This design comes from an exercise in tuning for small area and a short achievable clock period on the open sky130 flow, not from production work.
No run shown here included a check of the RTL's function; only the layout flow was run.
Power and IR drop assume default switching activity.

==> design/flow/design.v <==
module pcout(l, u, t, take, inc, dec, pc);
    input  [7:0]  l, t;
    input  [21:0] u;
    input         take, inc, dec;
    output [29:0] pc;
    wire [7:0] ln  = l + 8'd1;
    wire [7:0] low = take ? t : ln;
    wire [21:0] A, Z;
    wire [5:0] ga, gz;             
    genvar g, k;
    generate for (k = 0; k < 6; k = k + 1) begin : grp
        if (k < 5) begin : full
            assign ga[k] = &u[4*k+3:4*k];
            assign gz[k] = ~|u[4*k+3:4*k];
        end else begin : part
            assign ga[k] = &u[21:20];
            assign gz[k] = ~|u[21:20];
        end
    end endgenerate
    generate for (g = 0; g < 22; g = g + 1) begin : chain
        localparam integer G = g / 4;
        localparam integer B = g % 4;
        wire pa = (G == 0) ? 1'b1 : &ga[(G == 0 ? 0 : G - 1):0];
        wire pz = (G == 0) ? 1'b1 : &gz[(G == 0 ? 0 : G - 1):0];
        wire la, lz;
        if (B == 0) begin : b0
            assign la = 1'b1;
            assign lz = 1'b1;
        end else begin : bn
            assign la = &u[g-1:4*G];
            assign lz = ~|u[g-1:4*G];
        end
        assign A[g] = pa & la;
        assign Z[g] = pz & lz;
    end endgenerate
    assign pc = {u ^ (({22{inc}} & A) | ({22{dec}} & Z)), low};
endmodule
module control_unit(vld, o, we, br, use_imm);
    input       vld;           
    input [3:0] o;             
    output      we, br, use_imm;
    assign we = vld & ((~o[3] & ~(o[2] & o[1])) | (o[3] & (o[2] ? ~o[1] : (o[1] | o[0]))));
    assign br = vld & ((~o[3] & o[2] & o[1]) | (o[3] & ~o[2] & ~o[1] & ~o[0]));
    assign use_imm = (~o[3] & ~o[2] & ~o[1] & ~o[0]) | (o[3] & (o[2] | o[1]));
endmodule
module wdec(we, rd, rst, wen);
    input       we, rst;
    input [2:0] rd;
    output [7:0] wen;
    genvar i;
    generate for (i = 0; i < 8; i = i + 1) begin : g
        assign wen[i] = rst | (we & (rd == i));
    end endgenerate
endmodule
module rdmux(s, i0, i1, i2, i3, i4, i5, i6, i7, o);
    input  [2:0] s;
    input  [7:0] i0, i1, i2, i3, i4, i5, i6, i7;
    output [7:0] o;
    wire [7:0] h;
    assign h[0] = ~s[2] & ~s[1] & ~s[0];
    assign h[1] = ~s[2] & ~s[1] &  s[0];
    assign h[2] = ~s[2] &  s[1] & ~s[0];
    assign h[3] = ~s[2] &  s[1] &  s[0];
    assign h[4] =  s[2] & ~s[1] & ~s[0];
    assign h[5] =  s[2] & ~s[1] &  s[0];
    assign h[6] =  s[2] &  s[1] & ~s[0];
    assign h[7] =  s[2] &  s[1] &  s[0];
    assign o = ({8{h[0]}} & i0) | ({8{h[1]}} & i1) | ({8{h[2]}} & i2) | ({8{h[3]}} & i3) |
               ({8{h[4]}} & i4) | ({8{h[5]}} & i5) | ({8{h[6]}} & i6) | ({8{h[7]}} & i7);
endmodule
module mul8lo(a, b, p);
    input  [7:0] a, b;
    output [7:0] p;
    wire pp0_0 = a[0] & b[0];
    wire pp0_1 = a[1] & b[0];
    wire pp0_2 = a[2] & b[0];
    wire pp0_3 = a[3] & b[0];
    wire pp0_4 = a[4] & b[0];
    wire pp0_5 = a[5] & b[0];
    wire pp0_6 = a[6] & b[0];
    wire pp0_7 = a[7] & b[0];
    wire pp1_0 = a[0] & b[1];
    wire pp1_1 = a[1] & b[1];
    wire pp1_2 = a[2] & b[1];
    wire pp1_3 = a[3] & b[1];
    wire pp1_4 = a[4] & b[1];
    wire pp1_5 = a[5] & b[1];
    wire pp1_6 = a[6] & b[1];
    wire pp2_0 = a[0] & b[2];
    wire pp2_1 = a[1] & b[2];
    wire pp2_2 = a[2] & b[2];
    wire pp2_3 = a[3] & b[2];
    wire pp2_4 = a[4] & b[2];
    wire pp2_5 = a[5] & b[2];
    wire pp3_0 = a[0] & b[3];
    wire pp3_1 = a[1] & b[3];
    wire pp3_2 = a[2] & b[3];
    wire pp3_3 = a[3] & b[3];
    wire pp3_4 = a[4] & b[3];
    wire pp4_0 = a[0] & b[4];
    wire pp4_1 = a[1] & b[4];
    wire pp4_2 = a[2] & b[4];
    wire pp4_3 = a[3] & b[4];
    wire pp5_0 = a[0] & b[5];
    wire pp5_1 = a[1] & b[5];
    wire pp5_2 = a[2] & b[5];
    wire pp6_0 = a[0] & b[6];
    wire pp6_1 = a[1] & b[6];
    wire pp7_0 = a[0] & b[7];
    wire s1 = pp0_2 ^ pp1_1 ^ pp2_0;
    wire c2 = (pp0_2 & pp1_1) | (pp2_0 & (pp0_2 ^ pp1_1));
    wire s3 = pp0_3 ^ pp1_2 ^ pp2_1;
    wire c4 = (pp0_3 & pp1_2) | (pp2_1 & (pp0_3 ^ pp1_2));
    wire s5 = pp0_4 ^ pp1_3 ^ pp2_2;
    wire c6 = (pp0_4 & pp1_3) | (pp2_2 & (pp0_4 ^ pp1_3));
    wire s7 = pp3_1 ^ pp4_0;
    wire c8 = pp3_1 & pp4_0;
    wire s9 = pp0_5 ^ pp1_4 ^ pp2_3;
    wire c10 = (pp0_5 & pp1_4) | (pp2_3 & (pp0_5 ^ pp1_4));
    wire s11 = pp3_2 ^ pp4_1 ^ pp5_0;
    wire c12 = (pp3_2 & pp4_1) | (pp5_0 & (pp3_2 ^ pp4_1));
    wire s13 = pp0_6 ^ pp1_5 ^ pp2_4;
    wire c14 = (pp0_6 & pp1_5) | (pp2_4 & (pp0_6 ^ pp1_5));
    wire s15 = pp3_3 ^ pp4_2 ^ pp5_1;
    wire c16 = (pp3_3 & pp4_2) | (pp5_1 & (pp3_3 ^ pp4_2));
    wire s17 = pp0_7 ^ pp1_6 ^ pp2_5;
    wire s19 = pp3_4 ^ pp4_3 ^ pp5_2;
    wire s21 = pp6_1 ^ pp7_0;
    wire s23 = c2 ^ s3 ^ pp3_0;
    wire c24 = (c2 & s3) | (pp3_0 & (c2 ^ s3));
    wire s25 = c4 ^ s5 ^ s7;
    wire c26 = (c4 & s5) | (s7 & (c4 ^ s5));
    wire s27 = c6 ^ c8 ^ s9;
    wire c28 = (c6 & c8) | (s9 & (c6 ^ c8));
    wire s29 = c10 ^ c12 ^ s13;
    wire c30 = (c10 & c12) | (s13 & (c10 ^ c12));
    wire s31 = s15 ^ pp6_0;
    wire c32 = s15 & pp6_0;
    wire s33 = c14 ^ c16 ^ s17;
    wire s35 = s19 ^ s21;
    wire s37 = c26 ^ s27 ^ s11;
    wire c38 = (c26 & s27) | (s11 & (c26 ^ s27));
    wire s39 = c28 ^ s29 ^ s31;
    wire c40 = (c28 & s29) | (s31 & (c28 ^ s29));
    wire s41 = c30 ^ c32 ^ s33;
    wire s43 = c40 ^ s41 ^ s35;
    wire [7:0] ra = {s43, c38, s37, c24, s23, s1, pp0_1, pp0_0};
    wire [7:0] rb = {1'b0, s39, 1'b0, s25, 1'b0, 1'b0, pp1_0, 1'b0};
    assign p = ra + rb;
endmodule
module shifter(d, imm, is_sll, out);
    input  [7:0] d, imm;
    input        is_sll;
    output [7:0] out;
    wire [2:0] n = imm[2:0];
    wire a0 = n[0];
    wire a1 = n[1] ^ (is_sll & n[0]);
    wire a2 = n[2] ^ (is_sll & (n[1] | n[0]));
    wire [7:0] r0 = a0 ? {d[0],  d[7:1]}  : d;
    wire [7:0] r1 = a1 ? {r0[1:0], r0[7:2]} : r0;
    wire [7:0] r2 = a2 ? {r1[3:0], r1[7:4]} : r1;
    wire kill = is_sll ? (imm == 8'd8) : (~imm[7] & (imm[3:0] == 4'd8));
    wire all  = ~is_sll & imm[7] & ~imm[6];
    wire [7:0] keep;
    genvar j;
    generate for (j = 0; j < 8; j = j + 1) begin : m
        assign keep[j] = ~kill & (all | (is_sll ? (n <= j) : (n <= 7 - j)));
    end endgenerate
    wire fill = ~is_sll & ~imm[7] & imm[6] & d[7];
    assign out = (r2 & keep) | ({8{fill}} & ~keep);
endmodule
module alu(o, a, b, res);
    input  [3:0] o;
    input  [7:0] a, b;
    output [7:0] res;
    wire s_b   = ~o[3] & ~o[2] & ~o[1];             
    wire s_add = ~o[3] & o[1];                      
    wire s_and = ~o[3] & o[2] & ~o[0];              
    wire s_or  = ~o[3] & o[2] & o[0];               
    wire s_mul = o[3] & ~o[2] & ~o[1];              
    wire s_sh  = o[3] & (o[2] | o[1]);              
    wire       sub = o[0];
    wire [7:0] sum = a + (b ^ {8{sub}}) + {7'd0, sub};
    wire [7:0] prod;
    mul8lo u_mul(.a(a), .b(b), .p(prod));
    wire [7:0] shv;
    shifter u_sh(.d(a), .imm(b), .is_sll(o[1] & ~o[0]), .out(shv));
    assign res = ({8{s_b}} & b) | ({8{s_add}} & sum) | ({8{s_and}} & (a & b)) |
                 ({8{s_or}} & (a | b)) | ({8{s_mul}} & prod) | ({8{s_sh}} & shv);
endmodule
module cpu(PC, INSTRUCTION, CLK, RESET);
    input  [31:0] INSTRUCTION;
    input         CLK, RESET;
    output [31:0] PC;
    wire       vld = (INSTRUCTION[31:28] == 4'd0);
    wire [3:0] o   = INSTRUCTION[27:24];
    wire [7:0] off = INSTRUCTION[23:16];
    wire [2:0] rd  = INSTRUCTION[18:16];
    wire [2:0] rt  = INSTRUCTION[10:8];
    wire [2:0] rs  = INSTRUCTION[2:0];
    wire [7:0] imm = INSTRUCTION[7:0];
    reg [7:0] r0, r1, r2, r3, r4, r5, r6, r7;    
    reg [7:0] e_a, e_b;                          
    reg [3:0] e_o;                               
    reg [2:0] e_rd;                              
    reg       e_we;                              
    reg       e_eq;                              
    reg [7:0] p_l;                               
    reg [21:0] p_u;                              
    reg [7:0] p_t;                               
    reg       p_te, p_tn, p_ie, p_in, p_de, p_dn;
    wire [7:0] res;
    alu u_alu(.o(e_o), .a(e_a), .b(e_b), .res(res));
    wire [7:0] wen;
    wdec u_wdec(.we(e_we), .rd(e_rd), .rst(RESET), .wen(wen));
    wire [7:0] wd = res & {8{~RESET}};
    always @(posedge CLK) begin
        if (wen[0]) r0 <= wd;
        if (wen[1]) r1 <= wd;
        if (wen[2]) r2 <= wd;
        if (wen[3]) r3 <= wd;
        if (wen[4]) r4 <= wd;
        if (wen[5]) r5 <= wd;
        if (wen[6]) r6 <= wd;
        if (wen[7]) r7 <= wd;
    end
    wire [29:0] pc;
    wire take = e_eq ? p_te : p_tn;
    wire inc  = e_eq ? p_ie : p_in;
    wire dec  = e_eq ? p_de : p_dn;
    pcout u_pc(.l(p_l), .u(p_u), .t(p_t), .take(take), .inc(inc), .dec(dec), .pc(pc));
    assign PC = {pc, 2'b00};
    wire [8:0] tsum = {1'b0, pc[7:0]} + {1'b0, off} + 9'd1;
    wire cpos = tsum[8] & ~off[7];                   
    wire cneg = ~tsum[8] & off[7];                   
    wire nall = (&pc[7:0]) | RESET;                  
    wire tk_e = br & ~RESET & ~o[3];
    wire tk_n = br & ~RESET & (o[3] | ~o[0]);
    always @(posedge CLK) begin
        p_l <= pc[7:0] | {8{RESET}};
        p_u <= pc[29:8] | {22{RESET}};
        p_t <= tsum[7:0];
        p_te <= tk_e;
        p_tn <= tk_n;
        p_ie <= tk_e ? cpos : nall;
        p_in <= tk_n ? cpos : nall;
        p_de <= tk_e & cneg;
        p_dn <= tk_n & cneg;
    end
    wire [7:0] q1, q2;
    rdmux rm1(.s(rt), .i0(r0), .i1(r1), .i2(r2), .i3(r3), .i4(r4), .i5(r5), .i6(r6), .i7(r7), .o(q1));
    rdmux rm2(.s(rs), .i0(r0), .i1(r1), .i2(r2), .i3(r3), .i4(r4), .i5(r5), .i6(r6), .i7(r7), .o(q2));
    wire f1 = e_we & (e_rd == rt);
    wire f2 = e_we & (e_rd == rs);
    wire [7:0] d1 = f1 ? res : q1;
    wire [7:0] d2 = f2 ? res : q2;
    wire we, br, use_imm;
    control_unit u_cu(.vld(vld), .o(o), .we(we), .br(br), .use_imm(use_imm));
    always @(posedge CLK) begin
        e_a  <= d1;
        e_b  <= use_imm ? imm : d2;
        e_o  <= o;
        e_rd <= rd;
        e_we <= we & ~RESET;
        e_eq <= (d1 == d2);
    end
endmodule
==> design/flow/flow/run.sh <==
#!/bin/bash
# Standard ORFS layout (the standard.sh) with: plain buf_1 port buffers,
# a lighter clock tree (clkbuf_8, no dummy loads), and a tighter setup repair target.
export BUFFER_PORTS_ARGS="-buffer_cell sky130_fd_sc_hd__buf_1"
export CTS_ARGS="-sink_clustering_enable -repair_clock_nets -buf_list sky130_fd_sc_hd__clkbuf_8 -root_buf sky130_fd_sc_hd__clkbuf_8 -sink_clustering_size 20 -dont_use_dummy_load"
bash standard.sh SETUP_SLACK_MARGIN=6.5 TNS_END_PERCENT=5 finish > standard.log 2>&1
==> design/flow/standard.sh <==
#!/bin/bash
# synth_recipe.tcl (not shown) runs the flow's synth.tcl, then flattens the netlist and writes it again
# the make line also repeats each setting of config.mk as NAME=value (left out here)
make -C /OpenROAD-flow-scripts/flow DESIGN_CONFIG=/design/flow/config.mk WORK_HOME=/design/flow/orfs CLKGATE_MAP_FILE= SYNTH_SCRIPT=/design/flow/synth_recipe.tcl "${@:-finish}"
==> design/flow/config.mk <==
export PLATFORM = sky130hd
export DESIGN_NAME = cpu
export DESIGN_NICKNAME = cpu
export VERILOG_FILES = /design/flow/design.v
export SDC_FILE = /design/flow/constraint.sdc
export NUM_CORES = 4
export LEC_CHECK = 0
export ABC_AREA = 1
export CAP_MARGIN = 20
export CORE_MARGIN = 2
export CORE_UTILIZATION = 40
export SETUP_SLACK_MARGIN = 4.5
export SLEW_MARGIN = 20
==> design/flow/constraint.sdc <==
create_clock -name core_clock -period 11.0 [get_ports {CLK}]
set_input_delay 2.2000 -clock core_clock [delete_from_list [all_inputs] [get_ports {CLK}]]
set_output_delay 2.2000 -clock core_clock [all_outputs]
set_load 0.01 [all_outputs]
==> results.sh, run 1 <==
export IMPL_max_slew_margin_rel_pct=24.66
export IMPL_post_route_cells_drive_above_1_share_pct=8.095
export IMPL_clock_transition_at_the_registers_of_the_reported_paths_ps=60
export IMPL_cell_count_after_placement=1522
export IMPL_power_per_cell_area_mw_per_mm2=174.8
export IMPL_cp_start_kind="flip-flop"
export IMPL_worst_path_buf_inv=4
export IMPL_final_nets=1334
export IMPL_post_synth_inst_count=1201
export IMPL_grt_setup_unrepaired="true"
export IMPL_cpLargestDelayFamily="buffers and inverters"
export IMPL_largest_reg_flops=22
export IMPL_route_vias_total=8064
export IMPL_leakage_power_nw=4.607
export IMPL_timing_fmax_mhz=224.2
export IMPL_slew_at_the_pin_closest_to_its_max_slew_limit_ps=1123
export IMPL_setup_violations=0
export IMPL_pin_count_of_the_biggest_net_entering_global_routing=26
export IMPL_die_area_mm2=0.02319
export IMPL_finalWeightedCongestion=0.9646
export IMPL_die_width_um=152.3
export IMPL_grt_util_met1_pct=29.24
export IMPL_path_cells="inv_1 -> nand3_2 -> nor4_4 -> inv_1 -> nor2_1 -> inv_1 -> o41ai_2 -> xor2_1 -> clkbuf_2"
export IMPL_setup_total_negative_slack_ps=0
export IMPL_cts_tree="done"
export IMPL_slowest_delay_ps=330
export IMPL_worst_skew_pair_late_latency_ps=450
export IMPL_grt_total_usage_pct=20.82
export IMPL_cap_violations=0
export IMPL_grt_pass1_wl_um=38960
export IMPL_final_period_minus_worst_setup_slack_ps=4460
export IMPL_hold_class="reg2reg"
export IMPL_timing_critical_path_arrival_ps=2260
export IMPL_ant_nets=0
export IMPL_syn_cell_area_mm2=0.008793
export IMPL_floorplan_core_area_mm2=0.02169
export IMPL_cts_root_to_sink_buffers=2
export IMPL_power_ir_vdd_worst_mv=0.07730
export IMPL_ys_seq_area_share_pct=37.56
export IMPL_flow_area_growth_from_synthesis_pct=9.818
export IMPL_skew_ps=31.12
export IMPL_post_dp_hpwl_um=18440
export IMPL_fp_row_count=54
export IMPL_port_buffer_count=58
export IMPL_cts_sink_count=133
export IMPL_critPathRequiredTime_ps=8800
export IMPL_yosys_most_used_dff="sky130_fd_sc_hd__dfxtp_1"
export IMPL_grt_overflow=0
export IMPL_register_area_mm2=0.003311
export IMPL_cts_hold_fix_buffers=0
export IMPL_multi_input_area_mm2=0.004604
export IMPL_dp_slack_ps=6631
export IMPL_ys_warnings_count=1
export IMPL_met3_usage_pct=5.205
export IMPL_n_fill_cell=2236
export IMPL_critical_path_slowest_cell="sky130_fd_sc_hd__dfxtp_1"
export IMPL_postRouteWirelength_um=23950
export IMPL_grt_busiest_layer="met2"
export IMPL_critical_path_most_common_cell="sky130_fd_sc_hd__inv_1"
export IMPL_register_name_with_the_most_flops="p_u"
export IMPL_first_global_vias=7495
export IMPL_drt_iter0_drc=768
export IMPL_globalRouteMet2Util_pct=31.51
export IMPL_timing_worst_setup_path_type="reg2out"
export IMPL_die_y_um=152.3
export IMPL_stdcell_count=1540
export IMPL_tritoncts_num_buffers=17
export IMPL_synth_lib_cells_used_distinct=55
export IMPL_detail_route_wl_per_cell_um=15.55
export IMPL_design_portCount=66
export IMPL_timing_final_max_slew_violations=0
export IMPL_share_of_flip_flops_with_an_asynchronous_set_or_reset_after_synthesis_pct=0
export IMPL_diodes=0
export IMPL_hold_viol=0
export IMPL_final_cell_mix="253 x sky130_fd_sc_hd__nand2_1, 217 x sky130_fd_sc_hd__inv_1, 102 x sky130_fd_sc_hd__nand3_1, 87 x sky130_fd_sc_hd__nor2_1, 64 x sky130_fd_sc_hd__edfxtp_1"
export IMPL_antenna_violations_before_repair=0
export IMPL_final_critical_path_setup_slack_ps=6540
export IMPL_worstPathMaxFanout=4
export IMPL_critPathCaptureType="output pin"
export IMPL_drcViolationCount=0
export IMPL_ys_seq_elements=133
export IMPL_fin_hold_ws_ps=496.0
export IMPL_viasPerCell=5.236
export IMPL_clk_root_buffer_cell="sky130_fd_sc_hd__clkbuf_8"
export IMPL_final_min_period_over_clock_period_pct=40.55
export IMPL_initial_core_util_pct=40.54
export IMPL_cts_h_tree_depth=4
export IMPL_layout_commonest_cell="sky130_fd_sc_hd__nand2_1"
export IMPL_post_synth_edffs=64
export IMPL_drt_pre_antenna_iters=6
export IMPL_synth_area_per_cell_um2=7.322
export IMPL_status="timing/DRC/antenna clean"
## layer usage
metal / up-vias / wire (µm)
li1: 4061 / -
met1: 3666 / 11390
met2: 307 / 10280
met3: 30 / 1830
met4: 0 / 448
met5: - / 0
## logic make-up after synthesis
logic type      count (synthesis)  share of synthesized area (%)
fa+ha+maj                      38                          6.688
simple gates                  548                          28.05
flops                         133                          37.56
mux                             1                         0.1138
xor+xnor                       35                          3.486
other cells                     1                        0.04265
buf+inv                       254                          11.38
compound gates                191                          12.68
## power breakdown
| group | total [W] | switching (W) | internal, W |
|---|---|---|---|
| clock network | 0.000291 | 0.000156 | 0.000135 |
| registers | 0.000682 | 0.0000642 | 0.000618 |
| logic | 0.000714 | 0.000460 | 0.000254 |
## worst paths after layout
path / cells past startpoint / startpoint / endpoint / slack, ps
max: 9 / p_u[2] / PC[25] / 6540
min: 2 / p_t[4] / p_l[4] / 500
max reg2reg: 24 / e_b[0] / e_eq / 6800
min reg2reg: 2 / p_t[4] / p_l[4] / 500
## worst min-delay path, delay by kind of cell (launching register included)
kind	cells	cell delay (ps)
AOI/OAI and AO/OA	1	100
DFF	1	300
and+or+nand+nor	1	70
## final cells by class
type,instances,share of cell area [%]
multi-input cells,815,47.68
flip-flops and latches,133,34.28
inverters,226,8.836
well taps,280,3.628
repair buffers,69,3.148
clock buffers,17,2.423
## per-stage QoR
step / total power [W] / utilization (%) / instance area (µm²)
6_report: 0.001688 / 44.53 / 9657
5_1_grt: 0.001832 / 44.53 / 9657
4_1_cts: 0.001684 / 44.11 / 9567
3_5_place_dp: 0.001388 / 42.86 / 9296
3_3_place_gp: 0.001376 / 42.81 / 9285
2_1_floorplan: 0.001195 / - / 8797
## what timing repair did
| action | in CTS | in global routing |
|---|---|---|
| buffers inserted | 0 | 1 |
| gates resized for setup | 7 | 27 |
| pin swaps | 0 | 5 |
| setup endpoints to repair | 9 | 22 |
## Yosys cell counts, types with 2 or more instances
cell,instances,area [µm²]
sky130_fd_sc_hd__o21ai_1,3,15.01
sky130_fd_sc_hd__nand2_1,256,960.9
sky130_fd_sc_hd__o2111ai_1,5,43.79
sky130_fd_sc_hd__or2_1,2,12.51
sky130_fd_sc_hd__nand2_4,3,33.78
sky130_fd_sc_hd__fa_1,15,300.3
sky130_fd_sc_hd__ha_1,23,287.8
sky130_fd_sc_hd__a31oi_1,5,31.28
sky130_fd_sc_hd__or2_2,22,137.6
sky130_fd_sc_hd__nor4_1,4,25.02
sky130_fd_sc_hd__dfxtp_1,69,1381
sky130_fd_sc_hd__nand3b_1,8,60.06
sky130_fd_sc_hd__o41ai_1,2,17.52
sky130_fd_sc_hd__o21ai_0,51,255.2
sky130_fd_sc_hd__nand3_2,4,40.04
sky130_fd_sc_hd__inv_2,5,18.77
sky130_fd_sc_hd__buf_6,2,22.52
sky130_fd_sc_hd__nor3_1,16,80.08
sky130_fd_sc_hd__o21a_1,2,15.01
sky130_fd_sc_hd__nand4_1,26,162.7
sky130_fd_sc_hd__clkbuf_1,11,41.29
sky130_fd_sc_hd__xnor2_1,6,52.55
sky130_fd_sc_hd__inv_1,219,822.0
sky130_fd_sc_hd__nor2_1,92,345.3
sky130_fd_sc_hd__nand2_2,7,43.79
sky130_fd_sc_hd__a211oi_1,3,22.52
sky130_fd_sc_hd__nand3_1,103,515.5
sky130_fd_sc_hd__edfxtp_1,64,1922
sky130_fd_sc_hd__a221oi_1,4,35.03
sky130_fd_sc_hd__o31ai_1,4,30.03
sky130_fd_sc_hd__xor2_1,29,254.0
sky130_fd_sc_hd__buf_4,4,30.03
sky130_fd_sc_hd__a21oi_1,56,280.3
sky130_fd_sc_hd__buf_2,10,50.05
sky130_fd_sc_hd__o22ai_1,46,287.8
==> run 2: changes to the inputs <==
--- a/design/flow/design.v
+++ b/design/flow/design.v
@@ -1,8 +1,10 @@
-module pcout(l, u, t, take, inc, dec, pc);
+module pcout(l, u, t, c, s, take, pc);
     input  [7:0]  l, t;
     input  [21:0] u;
-    input         take, inc, dec;
+    input         c, s, take;
     output [29:0] pc;
-    wire [7:0] ln  = l + 8'd1;
-    wire [7:0] low = take ? t : ln;
+    wire [8:0] ln  = {1'b0, l} + 9'd1;
+    wire [7:0] low = take ? t : ln[7:0];
+    wire       inc = take ? (c & ~s) : ln[8];
+    wire       dec = take & ~c & s;
     wire [21:0] A, Z;
@@ -150,15 +152,11 @@
 endmodule
-module shifter(d, imm, is_sll, out);
+module shifter(d, imm, out);
     input  [7:0] d, imm;
-    input        is_sll;
     output [7:0] out;
     wire [2:0] n = imm[2:0];
-    wire a0 = n[0];
-    wire a1 = n[1] ^ (is_sll & n[0]);
-    wire a2 = n[2] ^ (is_sll & (n[1] | n[0]));
-    wire [7:0] r0 = a0 ? {d[0],  d[7:1]}  : d;
-    wire [7:0] r1 = a1 ? {r0[1:0], r0[7:2]} : r0;
-    wire [7:0] r2 = a2 ? {r1[3:0], r1[7:4]} : r1;
-    wire kill = is_sll ? (imm == 8'd8) : (~imm[7] & (imm[3:0] == 4'd8));
-    wire all  = ~is_sll & imm[7] & ~imm[6];
+    wire [7:0] r0 = n[0] ? {d[0],  d[7:1]}  : d;
+    wire [7:0] r1 = n[1] ? {r0[1:0], r0[7:2]} : r0;
+    wire [7:0] r2 = n[2] ? {r1[3:0], r1[7:4]} : r1;
+    wire kill = ~imm[7] & (imm[3:0] == 4'd8);
+    wire all  = imm[7] & ~imm[6];
     wire [7:0] keep;
@@ -166,11 +164,13 @@
     generate for (j = 0; j < 8; j = j + 1) begin : m
-        assign keep[j] = ~kill & (all | (is_sll ? (n <= j) : (n <= 7 - j)));
-    end endgenerate
-    wire fill = ~is_sll & ~imm[7] & imm[6] & d[7];
+        assign keep[j] = ~kill & (all | (n <= 7 - j));
+    end endgenerate
+    wire fill = ~imm[7] & imm[6] & d[7];
     assign out = (r2 & keep) | ({8{fill}} & ~keep);
 endmodule
-module alu(o, a, b, res);
+module alu(o, a, b, br, eq, res, take);
     input  [3:0] o;
     input  [7:0] a, b;
+    input        br, eq;
     output [7:0] res;
+    output       take;
     wire s_b   = ~o[3] & ~o[2] & ~o[1];             
@@ -179,4 +179,4 @@
     wire s_or  = ~o[3] & o[2] & o[0];               
-    wire s_mul = o[3] & ~o[2] & ~o[1];              
-    wire s_sh  = o[3] & (o[2] | o[1]);              
+    wire s_mul = o[3] & ~o[2] & ~(o[1] & o[0]);     
+    wire s_sh  = o[3] & (o[2] | (o[1] & o[0]));     
     wire       sub = o[0];
@@ -186,5 +186,6 @@
     wire [7:0] shv;
-    shifter u_sh(.d(a), .imm(b), .is_sll(o[1] & ~o[0]), .out(shv));
+    shifter u_sh(.d(a), .imm(b), .out(shv));
     assign res = ({8{s_b}} & b) | ({8{s_add}} & sum) | ({8{s_and}} & (a & b)) |
                  ({8{s_or}} & (a | b)) | ({8{s_mul}} & prod) | ({8{s_sh}} & shv);
+    assign take = br & (o[3] ? ~eq : (o[0] ? eq : 1'b1));
 endmodule
@@ -205,3 +206,3 @@
     reg [2:0] e_rd;                              
-    reg       e_we;                              
+    reg       e_we, e_br;                        
     reg       e_eq;                              
@@ -210,5 +211,6 @@
     reg [7:0] p_t;                               
-    reg       p_te, p_tn, p_ie, p_in, p_de, p_dn;
+    reg       p_c, p_s;                          
     wire [7:0] res;
-    alu u_alu(.o(e_o), .a(e_a), .b(e_b), .res(res));
+    wire       take;
+    alu u_alu(.o(e_o), .a(e_a), .b(e_b), .br(e_br), .eq(e_eq), .res(res), .take(take));
     wire [7:0] wen;
@@ -227,13 +229,5 @@
     wire [29:0] pc;
-    wire take = e_eq ? p_te : p_tn;
-    wire inc  = e_eq ? p_ie : p_in;
-    wire dec  = e_eq ? p_de : p_dn;
-    pcout u_pc(.l(p_l), .u(p_u), .t(p_t), .take(take), .inc(inc), .dec(dec), .pc(pc));
+    pcout u_pc(.l(p_l), .u(p_u), .t(p_t), .c(p_c), .s(p_s), .take(take), .pc(pc));
     assign PC = {pc, 2'b00};
     wire [8:0] tsum = {1'b0, pc[7:0]} + {1'b0, off} + 9'd1;
-    wire cpos = tsum[8] & ~off[7];                   
-    wire cneg = ~tsum[8] & off[7];                   
-    wire nall = (&pc[7:0]) | RESET;                  
-    wire tk_e = br & ~RESET & ~o[3];
-    wire tk_n = br & ~RESET & (o[3] | ~o[0]);
     always @(posedge CLK) begin
@@ -242,8 +236,4 @@
         p_t <= tsum[7:0];
-        p_te <= tk_e;
-        p_tn <= tk_n;
-        p_ie <= tk_e ? cpos : nall;
-        p_in <= tk_n ? cpos : nall;
-        p_de <= tk_e & cneg;
-        p_dn <= tk_n & cneg;
+        p_c <= tsum[8];
+        p_s <= off[7];
     end
@@ -256,2 +246,4 @@
     wire [7:0] d2 = f2 ? res : q2;
+    wire       is_sll = vld & (o == 4'd10);
+    wire [7:0] sll_b  = (imm == 8'd8) ? 8'd0 : (8'd1 << imm[2:0]);
     wire we, br, use_imm;
@@ -260,3 +252,3 @@
         e_a  <= d1;
-        e_b  <= use_imm ? imm : d2;
+        e_b  <= is_sll ? sll_b : use_imm ? imm : d2;
         e_o  <= o;
@@ -264,2 +256,3 @@
         e_we <= we & ~RESET;
+        e_br <= br & ~RESET;
         e_eq <= (d1 == d2);
==> design/flow/flow/run.sh (replaced) <==
#!/bin/bash
# Standard ORFS layout (the standard.sh) with: plain buf_1 port buffers,
# a lighter clock tree (no dummy loads), and a tighter setup repair target.
export BUFFER_PORTS_ARGS="-buffer_cell sky130_fd_sc_hd__buf_1"
export CTS_ARGS="-sink_clustering_enable -repair_clock_nets -buf_list sky130_fd_sc_hd__clkbuf_8 -root_buf sky130_fd_sc_hd__clkbuf_8 -sink_clustering_size 20 -dont_use_dummy_load"
bash standard.sh SETUP_SLACK_MARGIN=6.5  finish > standard.log 2>&1
==> run 2 against run 1 <==
Against the previous run: largest cell class unchanged; combinational power rose by 25%; fmax fell by 1.0%; first-iteration DRC count fell by 3.8%; synthesized cell count rose by 1.7%; hold slack got worse by 38 ps; clock skew rose by 14 ps; routed wire length rose by 5.1%; cell count rose by 3.4%; final area rose by 5.2%; critical endpoint is now PC[30]; non-clock buffer count rose by 30; register-to-register slack improved by 60 ps.
==> results.sh, run 2 <==
export IMPL_worst_path_buf_inv=1
export IMPL_syn_cell_area_mm2=0.008862
export IMPL_power_ir_vdd_worst_mv=0.08027
export IMPL_yosys_most_used_dff="sky130_fd_sc_hd__dfxtp_1"
export IMPL_grt_pass1_wl_um=39920
export IMPL_setup_total_negative_slack_ps=0
export IMPL_slew_at_the_pin_closest_to_its_max_slew_limit_ps=1003
export IMPL_port_buffer_count=58
export IMPL_cts_sink_count=130
export IMPL_cts_tree="done"
export IMPL_cts_root_to_sink_buffers=2
export IMPL_share_comb_of_total_power_pct=47.1
export IMPL_final_instance_area_mm2=0.01015
export IMPL_cts_h_tree_depth=4
export IMPL_cap_violations=0
export IMPL_post_synth_edffs=64
export IMPL_net_switching_w=0.0007946
export IMPL_setup_violations=0
export IMPL_hold_viol=0
export IMPL_ys_seq_area_share_pct=36.59
export IMPL_die_width_um=152.8
export IMPL_first_global_vias=7808
export IMPL_die_area_mm2=0.02336
export IMPL_path_cells="nor2_4 -> nand3_4 -> nor4_4 -> nand2_4 -> nor4_4 -> nand2_1 -> o21ai_1 -> xor2_1 -> buf_2"
export IMPL_route_vias_total=8305
export IMPL_synth_commonest_cells="297 x sky130_fd_sc_hd__nand2_1, 186 x sky130_fd_sc_hd__inv_1, 137 x sky130_fd_sc_hd__nand3_1"
export IMPL_timing_fmax_mhz=221.9
export IMPL_pin_count_of_the_biggest_net_entering_global_routing=29
export IMPL_initial_core_util_pct=40.73
export IMPL_drcViolationCount=0
export IMPL_diodes=0
export IMPL_grt_setup_unrepaired="true"
export IMPL_synth_top_cell_area_share_pct=21.69
export IMPL_viasPerCell=5.217
export IMPL_critPathRequiredTime_ps=8800
export IMPL_synth_area_per_cell_um2=7.252
export IMPL_clock_transition_at_the_registers_of_the_reported_paths_ps=90
export IMPL_tritoncts_num_buffers=17
export IMPL_die_y_um=152.8
export IMPL_worst_skew_pair_late_latency_ps=460
export IMPL_leakage_power_nw=4.884
export IMPL_power_clock_fraction_pct=15.7
export IMPL_cpLargestDelayFamily="simple AND/OR/NAND/NOR gates"
export IMPL_postRouteWirelength_um=25180
export IMPL_seq_power_share_pct=37.2
export IMPL_cp_start_kind="flip-flop"
export IMPL_floorplan_core_area_mm2=0.02176
export IMPL_final_period_minus_worst_setup_slack_ps=4507
export IMPL_share_of_flip_flops_with_an_asynchronous_set_or_reset_after_synthesis_pct=0
export IMPL_antenna_violations_before_repair=0
export IMPL_drt_iter0_drc=739
export IMPL_grt_total_usage_pct=21.23
export IMPL_largest_reg_flops=22
export IMPL_synth_largest_area_cell="sky130_fd_sc_hd__edfxtp_1"
export IMPL_layout_commonest_cell="sky130_fd_sc_hd__nand2_1"
export IMPL_multi_input_area_mm2=0.004881
export IMPL_worstPathMaxFanout=4
export IMPL_timing_final_max_slew_violations=0
export IMPL_post_dp_hpwl_um=18620
export IMPL_grt_overflow=0
export IMPL_detail_route_wl_per_cell_um=15.82
export IMPL_status="timing/DRC/antenna clean"
export IMPL_final_cell_mix="288 x sky130_fd_sc_hd__nand2_1, 181 x sky130_fd_sc_hd__inv_1, 134 x sky130_fd_sc_hd__nand3_1, 79 x sky130_fd_sc_hd__nor2_1, 64 x sky130_fd_sc_hd__edfxtp_1"
export IMPL_cts_hold_fix_buffers=0
export IMPL_post_synth_inst_count=1222
export IMPL_ant_nets=0
export IMPL_clk_root_buffer_cell="sky130_fd_sc_hd__clkbuf_8"
export IMPL_slowest_delay_ps=370
export IMPL_finalWeightedCongestion=0.9501
export IMPL_synth_lib_cells_used_distinct=60
export IMPL_cell_count_after_placement=1540
export IMPL_cellInternalPower_w=0.001094
export IMPL_register_name_with_the_most_flops="p_u"
export IMPL_final_critical_path_setup_slack_ps=6493
export IMPL_dp_slack_ps=6352
export IMPL_total_power_w=0.001889
export IMPL_n_fill_cell=2202
export IMPL_timing_worst_setup_path_type="reg2out"
export IMPL_stdcell_count=1592
export IMPL_final_min_period_over_clock_period_pct=40.97
export IMPL_post_route_cells_drive_above_1_share_pct=15.09
export IMPL_critical_path_slowest_cell="sky130_fd_sc_hd__dfxtp_4"
export IMPL_drt_pre_antenna_iters=7
export IMPL_yosysMostFrequentCell="sky130_fd_sc_hd__nand2_1"
export IMPL_timing_critical_path_arrival_ps=2310
export IMPL_design_portCount=66
export IMPL_critPathCaptureType="output pin"
export IMPL_power_per_cell_area_mw_per_mm2=186.0
export IMPL_critical_path_most_common_cell="sky130_fd_sc_hd__nor4_4"
export IMPL_flow_area_growth_from_synthesis_pct=14.58
export IMPL_register_area_mm2=0.003271
export IMPL_max_slew_margin_rel_pct=32.69
export IMPL_placed_area_mm2=0.009321
export IMPL_skew_ps=44.79
export IMPL_hold_class="reg2reg"
export IMPL_power_share_switching_pct=42.07
export IMPL_ys_seq_elements=130
export IMPL_post_synth_main_area_contributors="sky130_fd_sc_hd__edfxtp_1 22%, sky130_fd_sc_hd__dfxtp_1 15%, sky130_fd_sc_hd__nand2_1 13%"
export IMPL_final_nets=1384
export IMPL_fp_row_count=54
export IMPL_ys_warnings_count=1
## run 2: cell types whose count changed after synthesis, sizes merged, moves of 6 or more
cell,previous run,this run
nand2,266,302
nand3,108,143
a21oi,56,36
inv,225,213
o21ai,54,64
o22ai,46,36
nor2,93,86
xnor2,6,13
xor2,29,22
buf,17,23
## run 2: cells by family after synthesis
family | share of synthesized area (%)
adders and majority gates | 6.353
DFF | 36.59
buffers and inverters | 11.29
xor gates and xnor gates | 3.459
AOI/OAI and AO/OA | 11.13
other | 0.04231
and+or+nand+nor | 31.13
## run 2: worst paths after layout
| check | start | endpoint | slack, ps | depth (start not counted) |
|---|---|---|---|---|
| max | p_u[9] | PC[30] | 6490 | 9 |
| min | p_t[2] | p_l[2] | 460 | 2 |
| max reg2reg | e_a[6] | r2[7] | 6860 | 20 |
| min reg2reg | p_t[2] | p_l[2] | 460 | 2 |
## run 2: layer usage
layer  up-vias  global-route usage [%]  part of all wire (%)
li1       4176                       -                     -
met1      3823                   28.32                    47
met2       256                   34.64                    45
met3        50                   3.884                   4.8
met4         0                   7.672                   2.7
met5         -                       0                     0
## run 2: repair_timing
item                       in CTS  in global routing
hold endpoints to repair        0                  0
buffers inserted               19                 13
setup endpoints to repair      25                 32
pin swaps                      13                 20
resized for setup              47                 58
cloned                          2                  1
## run 2: final cells by class
type | instances | share of cell area [%]
clock buffer | 17 | 2.304
inverter | 217 | 8.317
multi-input combinational | 848 | 48.07
sequential | 130 | 32.21
tap | 280 | 3.450
timing repair buffer | 99 | 5.594
timing repair inverter | 1 | 0.06161
## run 2: worst min-delay path, delay by kind of cell (launching register included)
kind | cells | cell delay (ps)
AND/OR/NAND/NOR | 2 | 120
flip-flops | 1 | 310
## run 2: power by group through the flow
stage	logic, W	registers (W)	clock network [W]
final	0.000890	0.000702	0.000296
after floorplan	0.000596	0.000670	0
after detailed placement	0.000765	0.000702	0
after global routing	0.00101	0.000711	0.000321
after global placement	0.000756	0.000701	0
after CTS	0.000814	0.000694	0.000305
## run 2: per-stage QoR
stage	utilization (%)	hold slack [ps]
after floorplan	-	424.3
after global placement	42.85	436.5
after detailed placement	42.85	443.2
after CTS	45.31	462.3
after global routing	46.68	480.6
final	46.68	458.5

==> port drivers added, routing unchanged <==
In the flow no input, the clock included, has a driving cell. The finished layouts below were timed again as built, in two steps. Step 1, drivers: a clkbuf_16 drives CLK and a buf_2 each remaining input, both assumed. Step 2 adds t to the input delays and takes it off the output delays; t is the mean of the earliest and latest rising clock arrival at the registers after step 1. Input paths then give back, and output paths get back, about the clock's delay inside the block. Slacks: ideal / step 1 / step 2; pairs: ideal / step 1.
run	t, ns	slack for setup (ns)	worst register clock-pin slew, ns
run 1	0.478	6.540 / 6.496 / 6.545	0.09 / 0.09
run 2	0.483	6.493 / 6.452 / 6.380	0.09 / 0.09
After both steps setup and hold are still met in every run listed. The setup slack of run 2, which loses most, moves by -0.041 ns with the drivers and by -0.113 ns with both steps.
